What follows belongs to an exercise in optimizing a design on an open flow for small area and a short achievable clock period; a production flow would make more cautious choices.
No functional check of the RTL was part of any run shown here.
No activity file was given, so power comes from the tool's default toggle rates.

==> flow/design.v (outline; a module is shown in full before it is edited, if it fits) <==
// module mod3_1: 1843 lines
module mod3_1(
  input clk,
  input reset_n,
  input signed [22:0] a,
  input signed [22:0] b,
  input signed [16:0] c,
  output signed [39:0] y
);
  // ...
==> flow/flow/run.sh <==
#!/bin/bash
# Layout flow: the standard layout (standard.sh) with two changes:
#  1. synthesis runs Yosys's synth with -noabc, so the generic "abc -fast" pass does not
#     restructure the design's adder cells before extract_fa; everything else in the
#     synthesis script (synth_recipe.tcl and ORFS synth.tcl) is unchanged.
#  2. the port buffers that place inserts are sky130_fd_sc_hd__buf_1 (buffer_ports
#     -buffer_cell) instead of the cell buffer_ports picks by default.
set -euo pipefail
work=$PWD
sed 's/synth -nofsm -noshare {\*}\$args/synth -nofsm -noshare -noabc {*}$args/' \
  synth_recipe.tcl > flow_synth.tcl
grep -q -- '-noabc' flow_synth.tcl
bash standard.sh "SYNTH_SCRIPT=$work/flow_synth.tcl" \
  "BUFFER_PORTS_ARGS=-buffer_cell ${PORT_BUF:-sky130_fd_sc_hd__buf_1}" finish \
  > flow_make.log 2>&1
==> flow/standard.sh <==
#!/bin/bash
# synth_recipe.tcl (not shown) runs the flow's synth.tcl, then flattens the netlist and writes it again
# the make line also repeats each setting of config.mk as NAME=value (left out here)
make -C /OpenROAD-flow-scripts/flow DESIGN_CONFIG=/design/flow/config.mk WORK_HOME=/design/flow/orfs CLKGATE_MAP_FILE= SYNTH_SCRIPT=/design/flow/synth_recipe.tcl "${@:-finish}"
==> flow/config.mk <==
export PLATFORM = sky130hd
export DESIGN_NAME = mod3_1
export DESIGN_NICKNAME = mod3_1
export VERILOG_FILES = /design/flow/design.v
export SDC_FILE = /design/flow/constraint.sdc
export NUM_CORES = 4
export LEC_CHECK = 0
export ABC_AREA = 1
export CAP_MARGIN = 20
export CORE_MARGIN = 2
export CORE_UTILIZATION = 40
export SLEW_MARGIN = 70
==> flow/constraint.sdc <==
create_clock -name core_clock -period 7.0 [get_ports {clk}]
set_input_delay 1.4000 -clock core_clock [delete_from_list [all_inputs] [get_ports {clk}]]
set_output_delay 1.4000 -clock core_clock [all_outputs]
set_load 0.01 [all_outputs]
==> metrics.md, run 1 <==
| Metric | Value |
|---|---|
| Non-filler instance count after layout | 2,220 |
| Drt first pass iters | 5 |
| Chip width | 196 um |
| I/O pin cnt | about 110 |
| Clock network fraction of total power | 12.9% |
| Cell chain of the critical path | fa_1 -> nand3_1 -> nand3_1 -> nand3_1 -> nand3_1 -> nand2_1 -> nand3_1 -> nand2_1 -> buf_1 |
| Power attributed to combinational cells | roughly 5 mW |
| Run status | finished clean |
| Initial antenna violation count | 0 |
| Number of hold-repair buffers added at the cts stage | 0 |
| Count of buffers added by post-CTS timing repair for setup | 0 |
| Kind of critical path | register to primary output |
| Seq. cell area | 3000 um^2 |
| Synth Register Bits | about 150 |
| Detailed-route via count | 11,200 |
| Finished Cell Area | 16,000 um^2 |
| Crit Reg-Reg Startpoint | d2n[5] |
| Total of buffers placed on input and output ports | about 100 |
| Routed wire length | 37.1 mm |
| CP delay by family, top | simple AND/OR/NAND/NOR gates |
| Count leader, synth | xor2_1 |
| Flip-flop and latch count | roughly 150 |
| Logic pwr share | roughly 70% |
| Power Sequential | roughly 1.3 mW |
| Root Buffer Master | clkbuf_16 |
| Global-route usage over all layers | 19.8% |
| Area of the die | 38,300 um^2 |
| Number of warnings issued by yosys | 1 |
| Clock network power | 0.939 mW |
| Maximum number of buffers from clock root to sink | 2 |
| Period minus WS final | about 3.8 ns |
| Min-Delay Startpoint | d1n[0] |
| Normalized max-slew margin | between 70% and 80% |
| Instance count after placement with tap cells included | 2,187 |
| XOR/XNOR Fraction of Synth Area | 15.2% |
| Fraction of the mapped netlist area in compound gates | 10.5% |
| First-pass GRT wire length | 60.3 mm |
| Worst hold path class | register to register |
| Path length in cells of the critical path | 9 |
| Type of destination of the critical path | primary output |
| Area growth, synth to finish | 8.98% |
| Reported leakage power | 7.65 nW |
| Switching power as a share of total power | 47.8% |
| Clock tree from TritonCTS | done |
| Post-cts sizing count | 0 |
==> inputs of run 2 (changes only) <==
--- a/flow/design.v
+++ b/flow/design.v
@@ -8,16 +8,17 @@
 );
   reg [23:0] d1n, d2n;
   reg r1q, f1q;
   reg [8:0] one_q, two_q, neg_q, onen_q, twon_q;
   reg [11:0] ylo;
   reg cyq;
   reg [27:0] h0;
   reg [27:0] h1;
+  reg kq;
   wire kill = ~reset_n | f1q;
   wire [8:0] one_w, two_w, neg_w;
   wire [16:0] c1 = c;
   assign one_w[0] = c1[0] ^ 1'b0;
   assign two_w[0] = (c1[1] & ~c1[0] & ~1'b0) | (~c1[1] & c1[0] & 1'b0);
   assign neg_w[0] = c1[1];
   assign one_w[1] = c1[2] ^ c1[1];
   assign two_w[1] = (c1[3] & ~c1[2] & ~c1[1]) | (~c1[3] & c1[2] & c1[1]);
@@ -743,64 +744,67 @@
   wire pg688;
   wire pp689;
   wire pg690;
   wire pp691;
   wire pg692;
   wire pp693;
   wire pg694;
   wire pp695;
-  wire sp699;
-  wire sg700;
-  wire sp701;
-  wire sg702;
-  wire sp703;
-  wire sg704;
-  wire sp705;
-  wire sg706;
-  wire sp707;
-  wire sg708;
-  wire sp709;
-  wire sg710;
-  wire sp711;
-  wire sg712;
-  wire sp713;
-  wire sg714;
-  wire sp715;
-  wire sg716;
-  wire sp717;
-  wire sg718;
-  wire sp719;
-  wire sg720;
-  wire sp721;
-  wire sg722;
-  wire sp723;
-  wire sg724;
-  wire sp725;
-  wire sg726;
-  wire sp727;
-  wire sg728;
-  wire sp729;
-  wire sg730;
-  wire sp731;
-  wire sg732;
-  wire sp733;
-  wire sg734;
-  wire sp735;
-  wire sg736;
-  wire sp737;
-  wire sg738;
-  wire sp739;
-  wire sg740;
-  wire sp741;
-  wire sg742;
-  wire sp743;
-  wire sg744;
-  wire sp745;
-  wire sg746;
+  wire fg696;
+  wire pg697;
+  wire pp698;
+  wire pg699;
+  wire pp700;
+  wire pg701;
+  wire pp702;
+  wire pg703;
+  wire pp704;
+  wire pg705;
+  wire pp706;
+  wire pg707;
+  wire pp708;
+  wire pg709;
+  wire pp710;
+  wire pg711;
+  wire pp712;
+  wire pg713;
+  wire pp714;
+  wire pg715;
+  wire pp716;
+  wire pg717;
+  wire pp718;
+  wire pg719;
+  wire pp720;
+  wire pg721;
+  wire pp722;
+  wire pg723;
+  wire pp724;
+  wire pg725;
+  wire pp726;
+  wire pg727;
+  wire pp728;
+  wire pg729;
+  wire pp730;
+  wire pg731;
+  wire pp732;
+  wire pg733;
+  wire pp734;
+  wire pg735;
+  wire pp736;
+  wire pg737;
+  wire pp738;
+  wire pg739;
+  wire pp740;
+  wire pg741;
+  wire pp742;
+  wire pg743;
+  wire pp744;
+  wire pg745;
+  wire pp746;
   wire pg747;
   wire pp748;
   wire pg749;
   wire pp750;
   wire pg751;
   wire pp752;
   wire pg753;
   wire pp754;
@@ -865,16 +869,232 @@
   wire pg813;
   wire pp814;
   wire pg815;
   wire pp816;
   wire pg817;
   wire pp818;
   wire pg819;
   wire pp820;
+  wire pg821;
+  wire pp822;
+  wire pg823;
+  wire pp824;
+  wire pg825;
+  wire pp826;
+  wire pg827;
+  wire pp828;
+  wire pg829;
+  wire pp830;
+  wire pg831;
+  wire pp832;
+  wire pg833;
+  wire pp834;
+  wire pg835;
+  wire pp836;
+  wire pg837;
+  wire pp838;
+  wire pg839;
+  wire pp840;
+  wire pg841;
+  wire pp842;
+  wire pg843;
+  wire pp844;
+  wire pg845;
+  wire pp846;
+  wire pg847;
+  wire pp848;
+  wire pg849;
+  wire pp850;
+  wire pg851;
+  wire pp852;
+  wire pg853;
+  wire pp854;
+  wire pg855;
+  wire pp856;
+  wire pg857;
+  wire pp858;
+  wire pg859;
+  wire pp860;
+  wire pg861;
+  wire pp862;
+  wire pg863;
+  wire pp864;
+  wire pg865;
+  wire pp866;
+  wire pg867;
+  wire pp868;
+  wire pg869;
+  wire pp870;
+  wire pg871;
+  wire pp872;
+  wire pg873;
+  wire pp874;
+  wire pg875;
+  wire pp876;
+  wire pg877;
+  wire pp878;
+  wire pg879;
+  wire pp880;
+  wire pg881;
+  wire pp882;
+  wire pg883;
+  wire pp884;
+  wire pg885;
+  wire pp886;
+  wire pg887;
+  wire pp888;
+  wire pg889;
+  wire pp890;
+  wire pg891;
+  wire pp892;
+  wire pg893;
+  wire pp894;
+  wire pg895;
+  wire pp896;
+  wire pg897;
+  wire pp898;
+  wire pg899;
+  wire pp900;
+  wire pg901;
+  wire pp902;
+  wire pg903;
+  wire pp904;
+  wire pg905;
+  wire pp906;
+  wire pg907;
+  wire pp908;
+  wire pg909;
+  wire pp910;
+  wire pg911;
+  wire pp912;
+  wire pg913;
+  wire pp914;
+  wire sp915;
+  wire sg916;
+  wire sp917;
+  wire sg918;
+  wire sp919;
+  wire sg920;
+  wire sp921;
+  wire sg922;
+  wire sp923;
+  wire sg924;
+  wire sp925;
+  wire sg926;
+  wire sp927;
+  wire sg928;
+  wire sp929;
+  wire sg930;
+  wire sp931;
+  wire sg932;
+  wire sp933;
+  wire sg934;
+  wire sp935;
+  wire sg936;
+  wire sp937;
+  wire sg938;
+  wire sp939;
+  wire sg940;
+  wire sp941;
+  wire sg942;
+  wire sp943;
+  wire sg944;
+  wire sp945;
+  wire sg946;
+  wire sp947;
+  wire sg948;
+  wire sp949;
+  wire sg950;
+  wire sp951;
+  wire sg952;
+  wire sp953;
+  wire sg954;
+  wire sp955;
+  wire sg956;
+  wire sp957;
+  wire sg958;
+  wire sp959;
+  wire sg960;
+  wire sp961;
+  wire sg962;
+  wire pg963;
+  wire pp964;
+  wire pg965;
+  wire pp966;
+  wire pg967;
+  wire pp968;
+  wire pg969;
+  wire pp970;
+  wire pg971;
+  wire pp972;
+  wire pg973;
+  wire pp974;
+  wire pg975;
+  wire pp976;
+  wire pg977;
+  wire pp978;
+  wire pg979;
+  wire pp980;
+  wire pg981;
+  wire pp982;
+  wire pg983;
+  wire pp984;
+  wire pg985;
+  wire pp986;
+  wire pg987;
+  wire pp988;
+  wire pg989;
+  wire pp990;
+  wire pg991;
+  wire pp992;
+  wire pg993;
+  wire pp994;
+  wire pg995;
+  wire pp996;
+  wire pg997;
+  wire pp998;
+  wire pg999;
+  wire pp1000;
+  wire pg1001;
+  wire pp1002;
+  wire pg1003;
+  wire pp1004;
+  wire pg1005;
+  wire pp1006;
+  wire pg1007;
+  wire pp1008;
+  wire pg1009;
+  wire pp1010;
+  wire pg1011;
+  wire pp1012;
+  wire pg1013;
+  wire pp1014;
+  wire pg1015;
+  wire pp1016;
+  wire pg1017;
+  wire pp1018;
+  wire pg1019;
+  wire pp1020;
+  wire pg1021;
+  wire pp1022;
+  wire pg1023;
+  wire pp1024;
+  wire pg1025;
+  wire pp1026;
+  wire pg1027;
+  wire pp1028;
+  wire pg1029;
+  wire pp1030;
+  wire pg1031;
+  wire pp1032;
+  wire pg1033;
+  wire pp1034;
+  wire pg1035;
+  wire pp1036;
   assign pp1 = ((one0 & ~d2n[0])) ^ neg0;
   assign pp2 = ((one0 & ~d2n[1]) | (two0 & ~d2n[0])) ^ neg0;
   assign pp3 = ((one0 & ~d2n[2]) | (two0 & ~d2n[1])) ^ neg0;
   assign pp4 = ((one0 & ~d2n[3]) | (two0 & ~d2n[2])) ^ neg0;
   assign pp5 = ((one0 & ~d2n[4]) | (two0 & ~d2n[3])) ^ neg0;
   assign pp6 = ((one0 & ~d2n[5]) | (two0 & ~d2n[4])) ^ neg0;
   assign pp7 = ((one0 & ~d2n[6]) | (two0 & ~d2n[5])) ^ neg0;
   assign pp8 = ((one0 & ~d2n[7]) | (two0 & ~d2n[6])) ^ neg0;
@@ -1496,162 +1716,162 @@
   assign s624 = s484 ^ co549 ^ s550;
   assign co625 = (s484 & co549) | (s484 & s550) | (co549 & s550);
   assign s626 = co485 ^ s552 ^ co551;
   assign co627 = (co485 & s552) | (co485 & co551) | (s552 & co551);
   assign s628 = pp199 ^ co553 ^ s554;
   assign co629 = (pp199 & co553) | (pp199 & s554) | (co553 & s554);
   assign s630 = ci233 ^ co555;
   assign co631 = ci233 & co555;
-  assign sp699 = ~(a[0] ^ b[0]);
-  assign sg700 = a[0] | ~b[0];
-  assign sp701 = ~(a[1] ^ b[1]);
-  assign sg702 = a[1] & ~b[1];
-  assign sp703 = ~(a[2] ^ b[2]);
-  assign sg704 = a[2] & ~b[2];
-  assign sp705 = ~(a[3] ^ b[3]);
-  assign sg706 = a[3] & ~b[3];
-  assign sp707 = ~(a[4] ^ b[4]);
-  assign sg708 = a[4] & ~b[4];
-  assign sp709 = ~(a[5] ^ b[5]);
-  assign sg710 = a[5] & ~b[5];
-  assign sp711 = ~(a[6] ^ b[6]);
-  assign sg712 = a[6] & ~b[6];
-  assign sp713 = ~(a[7] ^ b[7]);
-  assign sg714 = a[7] & ~b[7];
-  assign sp715 = ~(a[8] ^ b[8]);
-  assign sg716 = a[8] & ~b[8];
-  assign sp717 = ~(a[9] ^ b[9]);
-  assign sg718 = a[9] & ~b[9];
-  assign sp719 = ~(a[10] ^ b[10]);
-  assign sg720 = a[10] & ~b[10];
-  assign sp721 = ~(a[11] ^ b[11]);
-  assign sg722 = a[11] & ~b[11];
-  assign sp723 = ~(a[12] ^ b[12]);
-  assign sg724 = a[12] & ~b[12];
-  assign sp725 = ~(a[13] ^ b[13]);
-  assign sg726 = a[13] & ~b[13];
-  assign sp727 = ~(a[14] ^ b[14]);
-  assign sg728 = a[14] & ~b[14];
-  assign sp729 = ~(a[15] ^ b[15]);
-  assign sg730 = a[15] & ~b[15];
-  assign sp731 = ~(a[16] ^ b[16]);
-  assign sg732 = a[16] & ~b[16];
-  assign sp733 = ~(a[17] ^ b[17]);
-  assign sg734 = a[17] & ~b[17];
-  assign sp735 = ~(a[18] ^ b[18]);
-  assign sg736 = a[18] & ~b[18];
-  assign sp737 = ~(a[19] ^ b[19]);
-  assign sg738 = a[19] & ~b[19];
-  assign sp739 = ~(a[20] ^ b[20]);
-  assign sg740 = a[20] & ~b[20];
-  assign sp741 = ~(a[21] ^ b[21]);
-  assign sg742 = a[21] & ~b[21];
-  assign sp743 = ~(a[22] ^ b[22]);
-  assign sg744 = a[22] & ~b[22];
-  assign sp745 = ~(a[22] ^ b[22]);
-  assign sg746 = a[22] & ~b[22];
-  assign pg747 = sg702 | (sp701 & sg700);
-  assign pp748 = sp701 & sp699;
-  assign pg749 = sg706 | (sp705 & sg704);
-  assign pp750 = sp705 & sp703;
-  assign pg751 = sg710 | (sp709 & sg708);
-  assign pp752 = sp709 & sp707;
-  assign pg753 = sg714 | (sp713 & sg712);
-  assign pp754 = sp713 & sp711;
-  assign pg755 = sg718 | (sp717 & sg716);
-  assign pp756 = sp717 & sp715;
-  assign pg757 = sg722 | (sp721 & sg720);
-  assign pp758 = sp721 & sp719;
-  assign pg759 = sg726 | (sp725 & sg724);
-  assign pp760 = sp725 & sp723;
-  assign pg761 = sg730 | (sp729 & sg728);
-  assign pp762 = sp729 & sp727;
-  assign pg763 = sg734 | (sp733 & sg732);
-  assign pp764 = sp733 & sp731;
-  assign pg765 = sg738 | (sp737 & sg736);
-  assign pp766 = sp737 & sp735;
-  assign pg767 = sg742 | (sp741 & sg740);
-  assign pp768 = sp741 & sp739;
-  assign pg769 = pg749 | (pp750 & pg747);
-  assign pp770 = pp750 & pp748;
-  assign pg771 = pg753 | (pp754 & pg751);
-  assign pp772 = pp754 & pp752;
-  assign pg773 = pg757 | (pp758 & pg755);
-  assign pp774 = pp758 & pp756;
-  assign pg775 = pg761 | (pp762 & pg759);
-  assign pp776 = pp762 & pp760;
-  assign pg777 = pg765 | (pp766 & pg763);
-  assign pp778 = pp766 & pp764;
-  assign pg779 = pg771 | (pp772 & pg769);
-  assign pp780 = pp772 & pp770;
-  assign pg781 = pg775 | (pp776 & pg773);
-  assign pp782 = pp776 & pp774;
-  assign pg783 = pg781 | (pp782 & pg779);
-  assign pp784 = pp782 & pp780;
-  assign pg785 = pg773 | (pp774 & pg779);
-  assign pp786 = pp774 & pp780;
-  assign pg787 = pg777 | (pp778 & pg783);
-  assign pp788 = pp778 & pp784;
-  assign pg789 = pg751 | (pp752 & pg769);
-  assign pp790 = pp752 & pp770;
-  assign pg791 = pg755 | (pp756 & pg779);
-  assign pp792 = pp756 & pp780;
-  assign pg793 = pg759 | (pp760 & pg785);
-  assign pp794 = pp760 & pp786;
-  assign pg795 = pg763 | (pp764 & pg783);
-  assign pp796 = pp764 & pp784;
-  assign pg797 = pg767 | (pp768 & pg787);
-  assign pp798 = pp768 & pp788;
-  assign pg799 = sg704 | (sp703 & pg747);
-  assign pp800 = sp703 & pp748;
-  assign pg801 = sg708 | (sp707 & pg769);
-  assign pp802 = sp707 & pp770;
-  assign pg803 = sg712 | (sp711 & pg789);
-  assign pp804 = sp711 & pp790;
-  assign pg805 = sg716 | (sp715 & pg779);
-  assign pp806 = sp715 & pp780;
-  assign pg807 = sg720 | (sp719 & pg791);
-  assign pp808 = sp719 & pp792;
-  assign pg809 = sg724 | (sp723 & pg785);
-  assign pp810 = sp723 & pp786;
-  assign pg811 = sg728 | (sp727 & pg793);
-  assign pp812 = sp727 & pp794;
-  assign pg813 = sg732 | (sp731 & pg783);
-  assign pp814 = sp731 & pp784;
-  assign pg815 = sg736 | (sp735 & pg795);
-  assign pp816 = sp735 & pp796;
-  assign pg817 = sg740 | (sp739 & pg787);
-  assign pp818 = sp739 & pp788;
-  assign pg819 = sg744 | (sp743 & pg797);
-  assign pp820 = sp743 & pp798;
-  assign dsub[0] = ~sp699;
-  assign dsub[1] = sp701 ^ sg700;
-  assign dsub[2] = sp703 ^ pg747;
-  assign dsub[3] = sp705 ^ pg799;
-  assign dsub[4] = sp707 ^ pg769;
-  assign dsub[5] = sp709 ^ pg801;
-  assign dsub[6] = sp711 ^ pg789;
-  assign dsub[7] = sp713 ^ pg803;
-  assign dsub[8] = sp715 ^ pg779;
-  assign dsub[9] = sp717 ^ pg805;
-  assign dsub[10] = sp719 ^ pg791;
-  assign dsub[11] = sp721 ^ pg807;
-  assign dsub[12] = sp723 ^ pg785;
-  assign dsub[13] = sp725 ^ pg809;
-  assign dsub[14] = sp727 ^ pg793;
-  assign dsub[15] = sp729 ^ pg811;
-  assign dsub[16] = sp731 ^ pg783;
-  assign dsub[17] = sp733 ^ pg813;
-  assign dsub[18] = sp735 ^ pg795;
-  assign dsub[19] = sp737 ^ pg815;
-  assign dsub[20] = sp739 ^ pg787;
-  assign dsub[21] = sp741 ^ pg817;
-  assign dsub[22] = sp743 ^ pg797;
-  assign dsub[23] = sp745 ^ pg819;
+  assign sp915 = ~(a[0] ^ b[0]);
+  assign sg916 = a[0] | ~b[0];
+  assign sp917 = ~(a[1] ^ b[1]);
+  assign sg918 = a[1] & ~b[1];
+  assign sp919 = ~(a[2] ^ b[2]);
+  assign sg920 = a[2] & ~b[2];
+  assign sp921 = ~(a[3] ^ b[3]);
+  assign sg922 = a[3] & ~b[3];
+  assign sp923 = ~(a[4] ^ b[4]);
+  assign sg924 = a[4] & ~b[4];
+  assign sp925 = ~(a[5] ^ b[5]);
+  assign sg926 = a[5] & ~b[5];
+  assign sp927 = ~(a[6] ^ b[6]);
+  assign sg928 = a[6] & ~b[6];
+  assign sp929 = ~(a[7] ^ b[7]);
+  assign sg930 = a[7] & ~b[7];
+  assign sp931 = ~(a[8] ^ b[8]);
+  assign sg932 = a[8] & ~b[8];
+  assign sp933 = ~(a[9] ^ b[9]);
+  assign sg934 = a[9] & ~b[9];
+  assign sp935 = ~(a[10] ^ b[10]);
+  assign sg936 = a[10] & ~b[10];
+  assign sp937 = ~(a[11] ^ b[11]);
+  assign sg938 = a[11] & ~b[11];
+  assign sp939 = ~(a[12] ^ b[12]);
+  assign sg940 = a[12] & ~b[12];
+  assign sp941 = ~(a[13] ^ b[13]);
+  assign sg942 = a[13] & ~b[13];
+  assign sp943 = ~(a[14] ^ b[14]);
+  assign sg944 = a[14] & ~b[14];
+  assign sp945 = ~(a[15] ^ b[15]);
+  assign sg946 = a[15] & ~b[15];
+  assign sp947 = ~(a[16] ^ b[16]);
+  assign sg948 = a[16] & ~b[16];
+  assign sp949 = ~(a[17] ^ b[17]);
+  assign sg950 = a[17] & ~b[17];
+  assign sp951 = ~(a[18] ^ b[18]);
+  assign sg952 = a[18] & ~b[18];
+  assign sp953 = ~(a[19] ^ b[19]);
+  assign sg954 = a[19] & ~b[19];
+  assign sp955 = ~(a[20] ^ b[20]);
+  assign sg956 = a[20] & ~b[20];
+  assign sp957 = ~(a[21] ^ b[21]);
+  assign sg958 = a[21] & ~b[21];
+  assign sp959 = ~(a[22] ^ b[22]);
+  assign sg960 = a[22] & ~b[22];
+  assign sp961 = ~(a[22] ^ b[22]);
+  assign sg962 = a[22] & ~b[22];
+  assign pg963 = sg918 | (sp917 & sg916);
+  assign pp964 = sp917 & sp915;
+  assign pg965 = sg922 | (sp921 & sg920);
+  assign pp966 = sp921 & sp919;
+  assign pg967 = sg926 | (sp925 & sg924);
+  assign pp968 = sp925 & sp923;
+  assign pg969 = sg930 | (sp929 & sg928);
+  assign pp970 = sp929 & sp927;
+  assign pg971 = sg934 | (sp933 & sg932);
+  assign pp972 = sp933 & sp931;
+  assign pg973 = sg938 | (sp937 & sg936);
+  assign pp974 = sp937 & sp935;
+  assign pg975 = sg942 | (sp941 & sg940);
+  assign pp976 = sp941 & sp939;
+  assign pg977 = sg946 | (sp945 & sg944);
+  assign pp978 = sp945 & sp943;
+  assign pg979 = sg950 | (sp949 & sg948);
+  assign pp980 = sp949 & sp947;
+  assign pg981 = sg954 | (sp953 & sg952);
+  assign pp982 = sp953 & sp951;
+  assign pg983 = sg958 | (sp957 & sg956);
+  assign pp984 = sp957 & sp955;
+  assign pg985 = pg965 | (pp966 & pg963);
+  assign pp986 = pp966 & pp964;
+  assign pg987 = pg969 | (pp970 & pg967);
+  assign pp988 = pp970 & pp968;
+  assign pg989 = pg973 | (pp974 & pg971);
+  assign pp990 = pp974 & pp972;
+  assign pg991 = pg977 | (pp978 & pg975);
+  assign pp992 = pp978 & pp976;
+  assign pg993 = pg981 | (pp982 & pg979);
+  assign pp994 = pp982 & pp980;
+  assign pg995 = pg987 | (pp988 & pg985);
+  assign pp996 = pp988 & pp986;
+  assign pg997 = pg991 | (pp992 & pg989);
+  assign pp998 = pp992 & pp990;
+  assign pg999 = pg997 | (pp998 & pg995);
+  assign pp1000 = pp998 & pp996;
+  assign pg1001 = pg989 | (pp990 & pg995);
+  assign pp1002 = pp990 & pp996;
+  assign pg1003 = pg993 | (pp994 & pg999);
+  assign pp1004 = pp994 & pp1000;
+  assign pg1005 = pg967 | (pp968 & pg985);
+  assign pp1006 = pp968 & pp986;
+  assign pg1007 = pg971 | (pp972 & pg995);
+  assign pp1008 = pp972 & pp996;
+  assign pg1009 = pg975 | (pp976 & pg1001);
+  assign pp1010 = pp976 & pp1002;
+  assign pg1011 = pg979 | (pp980 & pg999);
+  assign pp1012 = pp980 & pp1000;
+  assign pg1013 = pg983 | (pp984 & pg1003);
+  assign pp1014 = pp984 & pp1004;
+  assign pg1015 = sg920 | (sp919 & pg963);
+  assign pp1016 = sp919 & pp964;
+  assign pg1017 = sg924 | (sp923 & pg985);
+  assign pp1018 = sp923 & pp986;
+  assign pg1019 = sg928 | (sp927 & pg1005);
+  assign pp1020 = sp927 & pp1006;
+  assign pg1021 = sg932 | (sp931 & pg995);
+  assign pp1022 = sp931 & pp996;
+  assign pg1023 = sg936 | (sp935 & pg1007);
+  assign pp1024 = sp935 & pp1008;
+  assign pg1025 = sg940 | (sp939 & pg1001);
+  assign pp1026 = sp939 & pp1002;
+  assign pg1027 = sg944 | (sp943 & pg1009);
+  assign pp1028 = sp943 & pp1010;
+  assign pg1029 = sg948 | (sp947 & pg999);
+  assign pp1030 = sp947 & pp1000;
+  assign pg1031 = sg952 | (sp951 & pg1011);
+  assign pp1032 = sp951 & pp1012;
+  assign pg1033 = sg956 | (sp955 & pg1003);
+  assign pp1034 = sp955 & pp1004;
+  assign pg1035 = sg960 | (sp959 & pg1013);
+  assign pp1036 = sp959 & pp1014;
+  assign dsub[0] = ~sp915;
+  assign dsub[1] = sp917 ^ sg916;
+  assign dsub[2] = sp919 ^ pg963;
+  assign dsub[3] = sp921 ^ pg1015;
+  assign dsub[4] = sp923 ^ pg985;
+  assign dsub[5] = sp925 ^ pg1017;
+  assign dsub[6] = sp927 ^ pg1005;
+  assign dsub[7] = sp929 ^ pg1019;
+  assign dsub[8] = sp931 ^ pg995;
+  assign dsub[9] = sp933 ^ pg1021;
+  assign dsub[10] = sp935 ^ pg1007;
+  assign dsub[11] = sp937 ^ pg1023;
+  assign dsub[12] = sp939 ^ pg1001;
+  assign dsub[13] = sp941 ^ pg1025;
+  assign dsub[14] = sp943 ^ pg1009;
+  assign dsub[15] = sp945 ^ pg1027;
+  assign dsub[16] = sp947 ^ pg999;
+  assign dsub[17] = sp949 ^ pg1029;
+  assign dsub[18] = sp951 ^ pg1011;
+  assign dsub[19] = sp953 ^ pg1031;
+  assign dsub[20] = sp955 ^ pg1003;
+  assign dsub[21] = sp957 ^ pg1033;
+  assign dsub[22] = sp959 ^ pg1013;
+  assign dsub[23] = sp961 ^ pg1035;
   assign fp632 = neg0 ^ pp1;
   assign fg633 = neg0 & pp1;
   assign fp634 = pp2;
   assign fg635 = 1'b0;
   assign fp636 = s556 ^ pp26;
   assign fg637 = s556 & pp26;
   assign fp638 = co557 ^ s558;
   assign fg639 = co557 & s558;
@@ -1707,137 +1927,353 @@
   assign pp689 = fp648 & pp687;
   assign pg690 = pg664 | (pp665 & pg686);
   assign pp691 = pp665 & pp687;
   assign pg692 = pg676 | (pp677 & pg686);
   assign pp693 = pp677 & pp687;
   assign pg694 = pg678 | (pp679 & pg686);
   assign pp695 = pp679 & pp687;
   wire [11:0] ylo_d;
-  assign ylo_d[0] = (fp632) & ~kill;
-  assign ylo_d[1] = (fp634 ^ fg633) & ~kill;
-  assign ylo_d[2] = (fp636 ^ pg656) & ~kill;
-  assign ylo_d[3] = (fp638 ^ pg668) & ~kill;
-  assign ylo_d[4] = (fp640 ^ pg670) & ~kill;
-  assign ylo_d[5] = (fp642 ^ pg680) & ~kill;
-  assign ylo_d[6] = (fp644 ^ pg682) & ~kill;
-  assign ylo_d[7] = (fp646 ^ pg684) & ~kill;
-  assign ylo_d[8] = (fp648 ^ pg686) & ~kill;
-  assign ylo_d[9] = (fp650 ^ pg688) & ~kill;
-  assign ylo_d[10] = (fp652 ^ pg690) & ~kill;
-  assign ylo_d[11] = (fp654 ^ pg692) & ~kill;
+  assign ylo_d[0] = fp632;
+  assign ylo_d[1] = fp634 ^ fg633;
+  assign ylo_d[2] = fp636 ^ pg656;
+  assign ylo_d[3] = fp638 ^ pg668;
+  assign ylo_d[4] = fp640 ^ pg670;
+  assign ylo_d[5] = fp642 ^ pg680;
+  assign ylo_d[6] = fp644 ^ pg682;
+  assign ylo_d[7] = fp646 ^ pg684;
+  assign ylo_d[8] = fp648 ^ pg686;
+  assign ylo_d[9] = fp650 ^ pg688;
+  assign ylo_d[10] = fp652 ^ pg690;
+  assign ylo_d[11] = fp654 ^ pg692;
   wire [27:0] h0_d, h1_d;
-  assign h0_d[0] = (co575) & ~kill;
-  assign h1_d[0] = (s576) & ~kill;
-  assign h0_d[1] = (co577) & ~kill;
-  assign h1_d[1] = (s578) & ~kill;
-  assign h0_d[2] = (co579) & ~kill;
-  assign h1_d[2] = (s580) & ~kill;
-  assign h0_d[3] = (co581) & ~kill;
-  assign h1_d[3] = (s582) & ~kill;
-  assign h0_d[4] = (co583) & ~kill;
-  assign h1_d[4] = (s584) & ~kill;
-  assign h0_d[5] = (co585) & ~kill;
-  assign h1_d[5] = (s586) & ~kill;
-  assign h0_d[6] = (co587) & ~kill;
-  assign h1_d[6] = (s588) & ~kill;
-  assign h0_d[7] = (co589) & ~kill;
-  assign h1_d[7] = (s590) & ~kill;
-  assign h0_d[8] = (co591) & ~kill;
-  assign h1_d[8] = (s592) & ~kill;
-  assign h0_d[9] = (co593) & ~kill;
-  assign h1_d[9] = (s594) & ~kill;
-  assign h0_d[10] = (co595) & ~kill;
-  assign h1_d[10] = (s596) & ~kill;
-  assign h0_d[11] = (co597) & ~kill;
-  assign h1_d[11] = (s598) & ~kill;
-  assign h0_d[12] = (co599) & ~kill;
-  assign h1_d[12] = (s600) & ~kill;
-  assign h0_d[13] = (co601) & ~kill;
-  assign h1_d[13] = (s602) & ~kill;
-  assign h0_d[14] = (co603) & ~kill;
-  assign h1_d[14] = (s604) & ~kill;
-  assign h0_d[15] = (co605) & ~kill;
-  assign h1_d[15] = (s606) & ~kill;
-  assign h0_d[16] = (co607) & ~kill;
-  assign h1_d[16] = (s608) & ~kill;
-  assign h0_d[17] = (co609) & ~kill;
-  assign h1_d[17] = (s610) & ~kill;
-  assign h0_d[18] = (co611) & ~kill;
-  assign h1_d[18] = (s612) & ~kill;
-  assign h0_d[19] = (co613) & ~kill;
-  assign h1_d[19] = (s614) & ~kill;
-  assign h0_d[20] = (co615) & ~kill;
-  assign h1_d[20] = (s616) & ~kill;
-  assign h0_d[21] = (co617) & ~kill;
-  assign h1_d[21] = (s618) & ~kill;
-  assign h0_d[22] = (co619) & ~kill;
-  assign h1_d[22] = (s620) & ~kill;
-  assign h0_d[23] = (co621) & ~kill;
-  assign h1_d[23] = (s622) & ~kill;
-  assign h0_d[24] = (co623) & ~kill;
-  assign h1_d[24] = (s624) & ~kill;
-  assign h0_d[25] = (co625) & ~kill;
-  assign h1_d[25] = (s626) & ~kill;
-  assign h0_d[26] = (co627) & ~kill;
-  assign h1_d[26] = (s628) & ~kill;
-  assign h0_d[27] = (co629) & ~kill;
-  assign h1_d[27] = (s630) & ~kill;
-  wire [29:0] ax696, bx697, sm698;
-  assign ax696 = {1'b0, h0[27], h0[26], h0[25], h0[24], h0[23], h0[22], h0[21], h0[20], h0[19], h0[18], h0[17], h0[16], h0[15], h0[14], h0[13], h0[12], h0[11], h0[10], h0[9], h0[8], h0[7], h0[6], h0[5], h0[4], h0[3], h0[2], h0[1], h0[0], 1'b1};
-  assign bx697 = {1'b0, h1[27], h1[26], h1[25], h1[24], h1[23], h1[22], h1[21], h1[20], h1[19], h1[18], h1[17], h1[16], h1[15], h1[14], h1[13], h1[12], h1[11], h1[10], h1[9], h1[8], h1[7], h1[6], h1[5], h1[4], h1[3], h1[2], h1[1], h1[0], cyq};
-  assign sm698 = ax696 + bx697;
+  assign h0_d[0] = co575 ^ s576;
+  assign h1_d[0] = co575 & s576;
+  assign h0_d[1] = co577 ^ s578;
+  assign h1_d[1] = co577 & s578;
+  assign h0_d[2] = co579 ^ s580;
+  assign h1_d[2] = co579 & s580;
+  assign h0_d[3] = co581 ^ s582;
+  assign h1_d[3] = co581 & s582;
+  assign h0_d[4] = co583 ^ s584;
+  assign h1_d[4] = co583 & s584;
+  assign h0_d[5] = co585 ^ s586;
+  assign h1_d[5] = co585 & s586;
+  assign h0_d[6] = co587 ^ s588;
+  assign h1_d[6] = co587 & s588;
+  assign h0_d[7] = co589 ^ s590;
+  assign h1_d[7] = co589 & s590;
+  assign h0_d[8] = co591 ^ s592;
+  assign h1_d[8] = co591 & s592;
+  assign h0_d[9] = co593 ^ s594;
+  assign h1_d[9] = co593 & s594;
+  assign h0_d[10] = co595 ^ s596;
+  assign h1_d[10] = co595 & s596;
+  assign h0_d[11] = co597 ^ s598;
+  assign h1_d[11] = co597 & s598;
+  assign h0_d[12] = co599 ^ s600;
+  assign h1_d[12] = co599 & s600;
+  assign h0_d[13] = co601 ^ s602;
+  assign h1_d[13] = co601 & s602;
+  assign h0_d[14] = co603 ^ s604;
+  assign h1_d[14] = co603 & s604;
+  assign h0_d[15] = co605 ^ s606;
+  assign h1_d[15] = co605 & s606;
+  assign h0_d[16] = co607 ^ s608;
+  assign h1_d[16] = co607 & s608;
+  assign h0_d[17] = co609 ^ s610;
+  assign h1_d[17] = co609 & s610;
+  assign h0_d[18] = co611 ^ s612;
+  assign h1_d[18] = co611 & s612;
+  assign h0_d[19] = co613 ^ s614;
+  assign h1_d[19] = co613 & s614;
+  assign h0_d[20] = co615 ^ s616;
+  assign h1_d[20] = co615 & s616;
+  assign h0_d[21] = co617 ^ s618;
+  assign h1_d[21] = co617 & s618;
+  assign h0_d[22] = co619 ^ s620;
+  assign h1_d[22] = co619 & s620;
+  assign h0_d[23] = co621 ^ s622;
+  assign h1_d[23] = co621 & s622;
+  assign h0_d[24] = co623 ^ s624;
+  assign h1_d[24] = co623 & s624;
+  assign h0_d[25] = co625 ^ s626;
+  assign h1_d[25] = co625 & s626;
+  assign h0_d[26] = co627 ^ s628;
+  assign h1_d[26] = co627 & s628;
+  assign h0_d[27] = co629 ^ s630;
+  assign h1_d[27] = co629 & s630;
+  assign fg696 = h1[0] | (h0[0] & cyq);
+  assign pg697 = h1[1] | (h0[1] & fg696);
+  assign pp698 = h0[1] & h0[0];
+  assign pg699 = h1[2] | (h0[2] & h1[1]);
+  assign pp700 = h0[2] & h0[1];
+  assign pg701 = h1[3] | (h0[3] & h1[2]);
+  assign pp702 = h0[3] & h0[2];
+  assign pg703 = h1[4] | (h0[4] & h1[3]);
+  assign pp704 = h0[4] & h0[3];
+  assign pg705 = h1[5] | (h0[5] & h1[4]);
+  assign pp706 = h0[5] & h0[4];
+  assign pg707 = h1[6] | (h0[6] & h1[5]);
+  assign pp708 = h0[6] & h0[5];
+  assign pg709 = h1[7] | (h0[7] & h1[6]);
+  assign pp710 = h0[7] & h0[6];
+  assign pg711 = h1[8] | (h0[8] & h1[7]);
+  assign pp712 = h0[8] & h0[7];
+  assign pg713 = h1[9] | (h0[9] & h1[8]);
+  assign pp714 = h0[9] & h0[8];
+  assign pg715 = h1[10] | (h0[10] & h1[9]);
+  assign pp716 = h0[10] & h0[9];
+  assign pg717 = h1[11] | (h0[11] & h1[10]);
+  assign pp718 = h0[11] & h0[10];
+  assign pg719 = h1[12] | (h0[12] & h1[11]);
+  assign pp720 = h0[12] & h0[11];
+  assign pg721 = h1[13] | (h0[13] & h1[12]);
+  assign pp722 = h0[13] & h0[12];
+  assign pg723 = h1[14] | (h0[14] & h1[13]);
+  assign pp724 = h0[14] & h0[13];
+  assign pg725 = h1[15] | (h0[15] & h1[14]);
+  assign pp726 = h0[15] & h0[14];
+  assign pg727 = h1[16] | (h0[16] & h1[15]);
+  assign pp728 = h0[16] & h0[15];
+  assign pg729 = h1[17] | (h0[17] & h1[16]);
+  assign pp730 = h0[17] & h0[16];
+  assign pg731 = h1[18] | (h0[18] & h1[17]);
+  assign pp732 = h0[18] & h0[17];
+  assign pg733 = h1[19] | (h0[19] & h1[18]);
+  assign pp734 = h0[19] & h0[18];
+  assign pg735 = h1[20] | (h0[20] & h1[19]);
+  assign pp736 = h0[20] & h0[19];
+  assign pg737 = h1[21] | (h0[21] & h1[20]);
+  assign pp738 = h0[21] & h0[20];
+  assign pg739 = h1[22] | (h0[22] & h1[21]);
+  assign pp740 = h0[22] & h0[21];
+  assign pg741 = h1[23] | (h0[23] & h1[22]);
+  assign pp742 = h0[23] & h0[22];
+  assign pg743 = h1[24] | (h0[24] & h1[23]);
+  assign pp744 = h0[24] & h0[23];
+  assign pg745 = h1[25] | (h0[25] & h1[24]);
+  assign pp746 = h0[25] & h0[24];
+  assign pg747 = h1[26] | (h0[26] & h1[25]);
+  assign pp748 = h0[26] & h0[25];
+  assign pg749 = h1[27] | (h0[27] & h1[26]);
+  assign pp750 = h0[27] & h0[26];
+  assign pg751 = pg699 | (pp700 & fg696);
+  assign pp752 = pp700 & h0[0];
+  assign pg753 = pg701 | (pp702 & pg697);
+  assign pp754 = pp702 & pp698;
+  assign pg755 = pg703 | (pp704 & pg699);
+  assign pp756 = pp704 & pp700;
+  assign pg757 = pg705 | (pp706 & pg701);
+  assign pp758 = pp706 & pp702;
+  assign pg759 = pg707 | (pp708 & pg703);
+  assign pp760 = pp708 & pp704;
+  assign pg761 = pg709 | (pp710 & pg705);
+  assign pp762 = pp710 & pp706;
+  assign pg763 = pg711 | (pp712 & pg707);
+  assign pp764 = pp712 & pp708;
+  assign pg765 = pg713 | (pp714 & pg709);
+  assign pp766 = pp714 & pp710;
+  assign pg767 = pg715 | (pp716 & pg711);
+  assign pp768 = pp716 & pp712;
+  assign pg769 = pg717 | (pp718 & pg713);
+  assign pp770 = pp718 & pp714;
+  assign pg771 = pg719 | (pp720 & pg715);
+  assign pp772 = pp720 & pp716;
+  assign pg773 = pg721 | (pp722 & pg717);
+  assign pp774 = pp722 & pp718;
+  assign pg775 = pg723 | (pp724 & pg719);
+  assign pp776 = pp724 & pp720;
+  assign pg777 = pg725 | (pp726 & pg721);
+  assign pp778 = pp726 & pp722;
+  assign pg779 = pg727 | (pp728 & pg723);
+  assign pp780 = pp728 & pp724;
+  assign pg781 = pg729 | (pp730 & pg725);
+  assign pp782 = pp730 & pp726;
+  assign pg783 = pg731 | (pp732 & pg727);
+  assign pp784 = pp732 & pp728;
+  assign pg785 = pg733 | (pp734 & pg729);
+  assign pp786 = pp734 & pp730;
+  assign pg787 = pg735 | (pp736 & pg731);
+  assign pp788 = pp736 & pp732;
+  assign pg789 = pg737 | (pp738 & pg733);
+  assign pp790 = pp738 & pp734;
+  assign pg791 = pg739 | (pp740 & pg735);
+  assign pp792 = pp740 & pp736;
+  assign pg793 = pg741 | (pp742 & pg737);
+  assign pp794 = pp742 & pp738;
+  assign pg795 = pg743 | (pp744 & pg739);
+  assign pp796 = pp744 & pp740;
+  assign pg797 = pg745 | (pp746 & pg741);
+  assign pp798 = pp746 & pp742;
+  assign pg799 = pg747 | (pp748 & pg743);
+  assign pp800 = pp748 & pp744;
+  assign pg801 = pg749 | (pp750 & pg745);
+  assign pp802 = pp750 & pp746;
+  assign pg803 = pg755 | (pp756 & fg696);
+  assign pp804 = pp756 & h0[0];
+  assign pg805 = pg757 | (pp758 & pg697);
+  assign pp806 = pp758 & pp698;
+  assign pg807 = pg759 | (pp760 & pg751);
+  assign pp808 = pp760 & pp752;
+  assign pg809 = pg761 | (pp762 & pg753);
+  assign pp810 = pp762 & pp754;
+  assign pg811 = pg763 | (pp764 & pg755);
+  assign pp812 = pp764 & pp756;
+  assign pg813 = pg765 | (pp766 & pg757);
+  assign pp814 = pp766 & pp758;
+  assign pg815 = pg767 | (pp768 & pg759);
+  assign pp816 = pp768 & pp760;
+  assign pg817 = pg769 | (pp770 & pg761);
+  assign pp818 = pp770 & pp762;
+  assign pg819 = pg771 | (pp772 & pg763);
+  assign pp820 = pp772 & pp764;
+  assign pg821 = pg773 | (pp774 & pg765);
+  assign pp822 = pp774 & pp766;
+  assign pg823 = pg775 | (pp776 & pg767);
+  assign pp824 = pp776 & pp768;
+  assign pg825 = pg777 | (pp778 & pg769);
+  assign pp826 = pp778 & pp770;
+  assign pg827 = pg779 | (pp780 & pg771);
+  assign pp828 = pp780 & pp772;
+  assign pg829 = pg781 | (pp782 & pg773);
+  assign pp830 = pp782 & pp774;
+  assign pg831 = pg783 | (pp784 & pg775);
+  assign pp832 = pp784 & pp776;
+  assign pg833 = pg785 | (pp786 & pg777);
+  assign pp834 = pp786 & pp778;
+  assign pg835 = pg787 | (pp788 & pg779);
+  assign pp836 = pp788 & pp780;
+  assign pg837 = pg789 | (pp790 & pg781);
+  assign pp838 = pp790 & pp782;
+  assign pg839 = pg791 | (pp792 & pg783);
+  assign pp840 = pp792 & pp784;
+  assign pg841 = pg793 | (pp794 & pg785);
+  assign pp842 = pp794 & pp786;
+  assign pg843 = pg795 | (pp796 & pg787);
+  assign pp844 = pp796 & pp788;
+  assign pg845 = pg797 | (pp798 & pg789);
+  assign pp846 = pp798 & pp790;
+  assign pg847 = pg799 | (pp800 & pg791);
+  assign pp848 = pp800 & pp792;
+  assign pg849 = pg801 | (pp802 & pg793);
+  assign pp850 = pp802 & pp794;
+  assign pg851 = pg811 | (pp812 & fg696);
+  assign pp852 = pp812 & h0[0];
+  assign pg853 = pg813 | (pp814 & pg697);
+  assign pp854 = pp814 & pp698;
+  assign pg855 = pg815 | (pp816 & pg751);
+  assign pp856 = pp816 & pp752;
+  assign pg857 = pg817 | (pp818 & pg753);
+  assign pp858 = pp818 & pp754;
+  assign pg859 = pg819 | (pp820 & pg803);
+  assign pp860 = pp820 & pp804;
+  assign pg861 = pg821 | (pp822 & pg805);
+  assign pp862 = pp822 & pp806;
+  assign pg863 = pg823 | (pp824 & pg807);
+  assign pp864 = pp824 & pp808;
+  assign pg865 = pg825 | (pp826 & pg809);
+  assign pp866 = pp826 & pp810;
+  assign pg867 = pg827 | (pp828 & pg811);
+  assign pp868 = pp828 & pp812;
+  assign pg869 = pg829 | (pp830 & pg813);
+  assign pp870 = pp830 & pp814;
+  assign pg871 = pg831 | (pp832 & pg815);
+  assign pp872 = pp832 & pp816;
+  assign pg873 = pg833 | (pp834 & pg817);
+  assign pp874 = pp834 & pp818;
+  assign pg875 = pg835 | (pp836 & pg819);
+  assign pp876 = pp836 & pp820;
+  assign pg877 = pg837 | (pp838 & pg821);
+  assign pp878 = pp838 & pp822;
+  assign pg879 = pg839 | (pp840 & pg823);
+  assign pp880 = pp840 & pp824;
+  assign pg881 = pg841 | (pp842 & pg825);
+  assign pp882 = pp842 & pp826;
+  assign pg883 = pg843 | (pp844 & pg827);
+  assign pp884 = pp844 & pp828;
+  assign pg885 = pg845 | (pp846 & pg829);
+  assign pp886 = pp846 & pp830;
+  assign pg887 = pg847 | (pp848 & pg831);
+  assign pp888 = pp848 & pp832;
+  assign pg889 = pg849 | (pp850 & pg833);
+  assign pp890 = pp850 & pp834;
+  assign pg891 = pg867 | (pp868 & fg696);
+  assign pp892 = pp868 & h0[0];
+  assign pg893 = pg869 | (pp870 & pg697);
+  assign pp894 = pp870 & pp698;
+  assign pg895 = pg871 | (pp872 & pg751);
+  assign pp896 = pp872 & pp752;
+  assign pg897 = pg873 | (pp874 & pg753);
+  assign pp898 = pp874 & pp754;
+  assign pg899 = pg875 | (pp876 & pg803);
+  assign pp900 = pp876 & pp804;
+  assign pg901 = pg877 | (pp878 & pg805);
+  assign pp902 = pp878 & pp806;
+  assign pg903 = pg879 | (pp880 & pg807);
+  assign pp904 = pp880 & pp808;
+  assign pg905 = pg881 | (pp882 & pg809);
+  assign pp906 = pp882 & pp810;
+  assign pg907 = pg883 | (pp884 & pg851);
+  assign pp908 = pp884 & pp852;
+  assign pg909 = pg885 | (pp886 & pg853);
+  assign pp910 = pp886 & pp854;
+  assign pg911 = pg887 | (pp888 & pg855);
+  assign pp912 = pp888 & pp856;
+  assign pg913 = pg889 | (pp890 & pg857);
+  assign pp914 = pp890 & pp858;
   wire [39:0] sum;
   assign sum[0] = ylo[0];
   assign sum[1] = ylo[1];
   assign sum[2] = ylo[2];
   assign sum[3] = ylo[3];
   assign sum[4] = ylo[4];
   assign sum[5] = ylo[5];
   assign sum[6] = ylo[6];
   assign sum[7] = ylo[7];
   assign sum[8] = ylo[8];
   assign sum[9] = ylo[9];
   assign sum[10] = ylo[10];
   assign sum[11] = ylo[11];
-  assign sum[12] = sm698[1];
-  assign sum[13] = sm698[2];
-  assign sum[14] = sm698[3];
-  assign sum[15] = sm698[4];
-  assign sum[16] = sm698[5];
-  assign sum[17] = sm698[6];
-  assign sum[18] = sm698[7];
-  assign sum[19] = sm698[8];
-  assign sum[20] = sm698[9];
-  assign sum[21] = sm698[10];
-  assign sum[22] = sm698[11];
-  assign sum[23] = sm698[12];
-  assign sum[24] = sm698[13];
-  assign sum[25] = sm698[14];
-  assign sum[26] = sm698[15];
-  assign sum[27] = sm698[16];
-  assign sum[28] = sm698[17];
-  assign sum[29] = sm698[18];
-  assign sum[30] = sm698[19];
-  assign sum[31] = sm698[20];
-  assign sum[32] = sm698[21];
-  assign sum[33] = sm698[22];
-  assign sum[34] = sm698[23];
-  assign sum[35] = sm698[24];
-  assign sum[36] = sm698[25];
-  assign sum[37] = sm698[26];
-  assign sum[38] = sm698[27];
-  assign sum[39] = sm698[28];
-  assign y = sum;
+  assign sum[12] = h0[0] ^ cyq;
+  assign sum[13] = h0[1] ^ fg696;
+  assign sum[14] = h0[2] ^ pg697;
+  assign sum[15] = h0[3] ^ pg751;
+  assign sum[16] = h0[4] ^ pg753;
+  assign sum[17] = h0[5] ^ pg803;
+  assign sum[18] = h0[6] ^ pg805;
+  assign sum[19] = h0[7] ^ pg807;
+  assign sum[20] = h0[8] ^ pg809;
+  assign sum[21] = h0[9] ^ pg851;
+  assign sum[22] = h0[10] ^ pg853;
+  assign sum[23] = h0[11] ^ pg855;
+  assign sum[24] = h0[12] ^ pg857;
+  assign sum[25] = h0[13] ^ pg859;
+  assign sum[26] = h0[14] ^ pg861;
+  assign sum[27] = h0[15] ^ pg863;
+  assign sum[28] = h0[16] ^ pg865;
+  assign sum[29] = h0[17] ^ pg891;
+  assign sum[30] = h0[18] ^ pg893;
+  assign sum[31] = h0[19] ^ pg895;
+  assign sum[32] = h0[20] ^ pg897;
+  assign sum[33] = h0[21] ^ pg899;
+  assign sum[34] = h0[22] ^ pg901;
+  assign sum[35] = h0[23] ^ pg903;
+  assign sum[36] = h0[24] ^ pg905;
+  assign sum[37] = h0[25] ^ pg907;
+  assign sum[38] = h0[26] ^ pg909;
+  assign sum[39] = h0[27] ^ pg911;
+  assign y = sum & {40{~kq}};
   always @(posedge clk) begin
     d1n <= ~dsub;
     r1q <= ~reset_n;
     d2n <= d1n;
     f1q <= ~reset_n | r1q;
     onen_q <= ~one_w;
     twon_q <= ~two_w;
     neg_q <= neg_w;
     ylo <= ylo_d;
-    cyq <= (pg694) & ~kill;
+    cyq <= pg694;
     h0 <= h0_d;
     h1 <= h1_d;
+    kq <= kill;
   end
 endmodule
--- a/flow/config.mk
+++ b/flow/config.mk
@@ -4,9 +4,10 @@
 export VERILOG_FILES = /design/flow/design.v
 export SDC_FILE = /design/flow/constraint.sdc
 export NUM_CORES = 4
 export LEC_CHECK = 0
 export ABC_AREA = 1
 export CAP_MARGIN = 20
 export CORE_MARGIN = 2
 export CORE_UTILIZATION = 40
+export CTS_BUF_LIST = sky130_fd_sc_hd__clkbuf_8
 export SLEW_MARGIN = 70
==> metrics.md, run 2 <==
| Metric | Value |
|---|---|
| Initial antenna violation count | 0 (unchanged) |
| Sequential element share of the synthesized area | 20.1% |
| Floorplan Core Area | ~36,000 um^2 |
| Depth of the CTS H-tree | 4 |
| Period minus WS final | 3.94 ns (+0.141 ns) |
| Chip width | 194 um (-0.78%) |
| Crit start category | register |
| Kind of critical path | register to primary output |
| I/O pin cnt | 105 (unchanged) |
| Register-to-register setup slack | 3.44 ns |
| Type of destination of the critical path | primary output |
| Residual DRC count | 0 |
| Total standard cell area after synthesis | about 14,000 um^2 |
| 1st-iter DRT viols | 761 |
| Power density relative to cell area | 531 nW/um^2 |
| First-pass GRT wire length | 58.2 mm (-3.4%) |
| Count of final hold-check violations | 0 |
| Count of buffers added by post-CTS timing repair for setup | 0 (unchanged) |
| Area growth, synth to finish | 8.12% |
| CP Max Fanout | 6 |
| Largest registers ranked by flip-flop count | h0 (28), h1 (27) |
| Cell taking the most area after synthesis | fa_1 |
| Instance count after placement with tap cells included | 2,116 (-3.2%) |
| Number of cells on the worst reg-to-reg path | 10 |
| Pin count of the biggest net entering global routing | 27 |
| Post-cts sizing count | 0 (unchanged) |
| Pwr Total | 8.30 mW |
| Most frequently used flop master after synthesis | dfxtp_1 |
| Net switching power of the design | 4.00 mW |
| Slew of the pin with the lowest slew margin | 0.433 ns |
| Number of warnings issued by yosys | 1 (unchanged) |
| Drt first pass iters | 5 (unchanged) |
| Min-Delay Startpoint | d1n[21] |
| FMAX | roughly 0.25 GHz |
| Number of CTS-inserted buffers | 17 |
| Final Max Tran Viols | 0 |
| Normalized max-slew margin | 71.1% (+0.11 points) |
| Most frequent cells in the layout | 232 x xor2_1, 223 x nand2_1, 197 x inv_1 |
| Clock slew at the register clock pins of the worst setup and hold paths | 0.09 ns |
| Final setup TNS | 0 ns |
| Top cell type's share of synthesized area | approximately a quarter |
| Number of rows in the core area | 69 |
| Residual antenna-violating net count after detailed routing | 0 |
| Die height | 194 um |
| Most common cell after layout, fill and taps aside | xor2_1 |
| Sequential fraction of design power | around a fifth |
| Count leader, synth | xor2_1 |
| HPWL after detailed placement | 27.0 mm |
| Worst min-delay path endpoint | d2n[21] |
| Top reg by flops | h0 |
| Period utilization | approximately 56% |
| Synth Register Bits | 145 (unchanged) |
| Setup repair after global routing missed its margin | false |
| Mapped Cells | 1,658 |
| Crit Reg-Reg Startpoint | d2n[21] |
| Clock net sink count | 145 |
| Worst hold path class | register to register |
| Finished Core Util | a little over two fifths |
| Mean area per synthesized cell | 8.72 um^2 |
| Int Pwr | 4.30 mW |
| GP Congestion | 0.881 |
| Clock network fraction of total power | 8.8% (-4.1 points) |
| Routed wire length | 35.5 mm (-4.2%) |
| Count of cells along the worst hold path | 0 |
| Area of the die | 37,700 um^2 (-1.6%) |
| Root Buffer Master | clkbuf_8 |
| CP Data Arrival Time | about 2.5 ns |
| Worst Skew | 0.0139 ns |
| Global-route usage over all layers | 19.1% (-0.73 points) |
| Worst vdd rail ir drop | 0.000233 V |
| Switching power as a share of total power | 48.2% (+0.41 points) |
| Reported leakage power | 7.25 nW (-5.2%) |
| Clock Latency Late Sink | 0.47 ns |
| Critical register-to-register path endpoint | h0[14] |
| Max FFs per register | 28 |
| Detailed-route via count | 11,100 (-1.5%) |
| Top cells by instance count after synthesis | 233 x xor2_1, 223 x nand2_1, 197 x inv_1 |
| Logic pwr share | 70.5% (+1.1 points) |
| Number of vias per cell | 5.15 |
| Number of global-route vias before repair | 11,200 |
| Non-filler instance count after layout | 2,149 (-3.2%) |
| Number of distinct library cell variants in the gate-level netlist after synthesis | 35 |
| Final setup viols | 0 |
| Aggregate global routing overflow | 0 |
| Number of antenna diodes | 0 |
| Top area cells in the synthesized netlist | fa_1 24%, dfxtp_1 20%, xor2_1 14% |
| Average routed wire per standard cell | 16.5 um |
| Total of buffers placed on input and output ports | 104 (unchanged) |
| Clock tree from TritonCTS | done |
| Initial Utilization | between 40% and 50% |
| Crit path required time | 5.60 ns |
| Number of nets in the finished design | about 2,000 |
| Run status | finished clean |
| Total of max-cap violations | 0 |
| Ratio of cells with drive above 1 in the final layout | roughly 8.4% |
| Count of flip-flops with a built-in enable after synthesis | 0 |
| Syn Nets | approximately 2,000 |
| Share of async-settable or async-resettable flops after synthesis | 0% |
| Number of hold-repair buffers added at the cts stage | 0 (unchanged) |
| Maximum number of buffers from clock root to sink | 2 (unchanged) |
run 2: cell count changes after synthesis, moves of 4 or more:
| cell | before | now |
|---|---|---|
| a21oi_1 | 46 | 50 |
| buf_2 | 60 | 54 |
| inv_1 | 232 | 197 |
| nand2_1 | 227 | 223 |
| nand2_2 | 7 | 17 |
| nand3_1 | 33 | 18 |
| nand3_2 | 3 | 7 |
| nor2_1 | 137 | 104 |
| nor2_2 | 4 | 12 |
| nor2_4 | 0 | 4 |
| o21a_1 | 1 | 5 |
| o21ai_0 | 12 | 18 |
| o21bai_1 | 5 | 1 |
| xor2_1 | 242 | 233 |
run 2: power by group through the flow:
stage | registers (mW) | clock network (mW) | logic (mW)
global placement | 1.72 | 0 | 5.65
detailed placement | 1.73 | 0 | 5.92
floorplan | 1.43 | 0 | 4.54
CTS | 1.71 | 0.754 | 5.96
global route | 1.76 | 0.785 | 6.91
finish | 1.72 | 0.728 | 5.85
run 2: worst max path at each step:
| stage | startpoint | to | slack, ns | cells after the start |
|---|---|---|---|---|
| 2_1_floorplan | onen_q[0] | h0[7] | 3.51 | 10 |
| 3_3_place_gp | onen_q[2] | h0[14] | 3.18 | 10 |
| 3_5_place_dp | a[0] | d1n[19] | 3.27 | 14 |
| 4_1_cts | cyq | y[36] | 2.98 | 16 |
| 5_1_grt | cyq | y[34] | 2.72 | 16 |
| 6_report | cyq | y[36] | 3.06 | 16 |
run 2: layer usage:
layer  track usage, %  routed length, um  vias to the layer above
met1             26.5              16800                     5334
met3             4.05               2360                       37
li1                 -                  -                     5322
met4             4.52                454                        0
met2             30.4              15900                      372
met5                0                  0                        -
run 2: cell families (layout without fill, tap and decap cells):
group                      after synthesis  after routing  share of synthesized area [%]
muxes                                    2              2                          0.156
xor gates and xnor gates               244            244                           14.8
DFF                                    145            145                           20.1
adders and majority gates              277            277                           33.1
AOI/OAI and AO/OA                      270            270                           11.2
and+or+nand+nor                        400            400                           11.8
buffers and inverters                  320            350                           8.83
run 2: stage by stage:
| step | hold WS (ns) | area [um^2] | setup slack (ns) |
|---|---|---|---|
| floorplan | 0.310 | 14500 | 3.51 |
| global placement | 0.311 | 15000 | 3.18 |
| detailed placement | 0.313 | 15100 | 3.27 |
| CTS | 0.325 | 15600 | 2.98 |
| global route | 0.327 | 15600 | 2.72 |
| finish | 0.322 | 15600 | 3.06 |
run 2: layout make-up:
cell class / instances / area, um^2
well taps: 461 / 577
fillers: 3533 / 19900
multi-input cells: 1193 / 10300
repair buffers: 119 / 578
flip-flops and latches: 145 / 3010
clock buffers: 17 / 234
inverters: 199 / 747
clock inverters: 15 / 195
run 2: worst max-delay path, stage by stage, from the launching register on:
cell and delay [ns]:
dfxtp_1 0.31, ha_1 0.18, inv_1 0.06, nand2_1 0.14, ha_1 0.22, inv_1 0.05
nand2_1 0.11, nand2_1 0.10, nand2_2 0.10, nand2_1 0.10, nand2_2 0.09, nand2_1 0.08
nand3_1 0.11, nand2_1 0.08, nand2_1 0.04, nor2_1 0.13, buf_1 0.16

port drivers added, routing unchanged:
No port has a modelled driver above. Below, the same layouts with a new extraction and two added sets of constraints.
Step 1, drivers: a clkbuf_16 drives clk and a buf_2 each remaining input, both assumed.
Step 2 adds t to the input delays and takes it off the output delays; t is the mean of the earliest and latest rising clock arrival at the registers after step 1. Input paths then give back, and output paths get back, about the clock's delay inside the block.
a / b / c = no drivers / after step 1 / after step 2; a / b = the first two.
| run | shift t [ns] | setup WS [ns] | worst slew at a driven data input, ns | pins driven straight from the clock port |
|---|---|---|---|---|
| run 1 | 0.482 | 3.202 / 3.153 / 3.317 | 0.06 | 1 |
| run 2 | 0.506 | 3.061 / 3.018 / 3.311 | 0.04 | 1 |
After both steps every run listed still meets setup and hold.
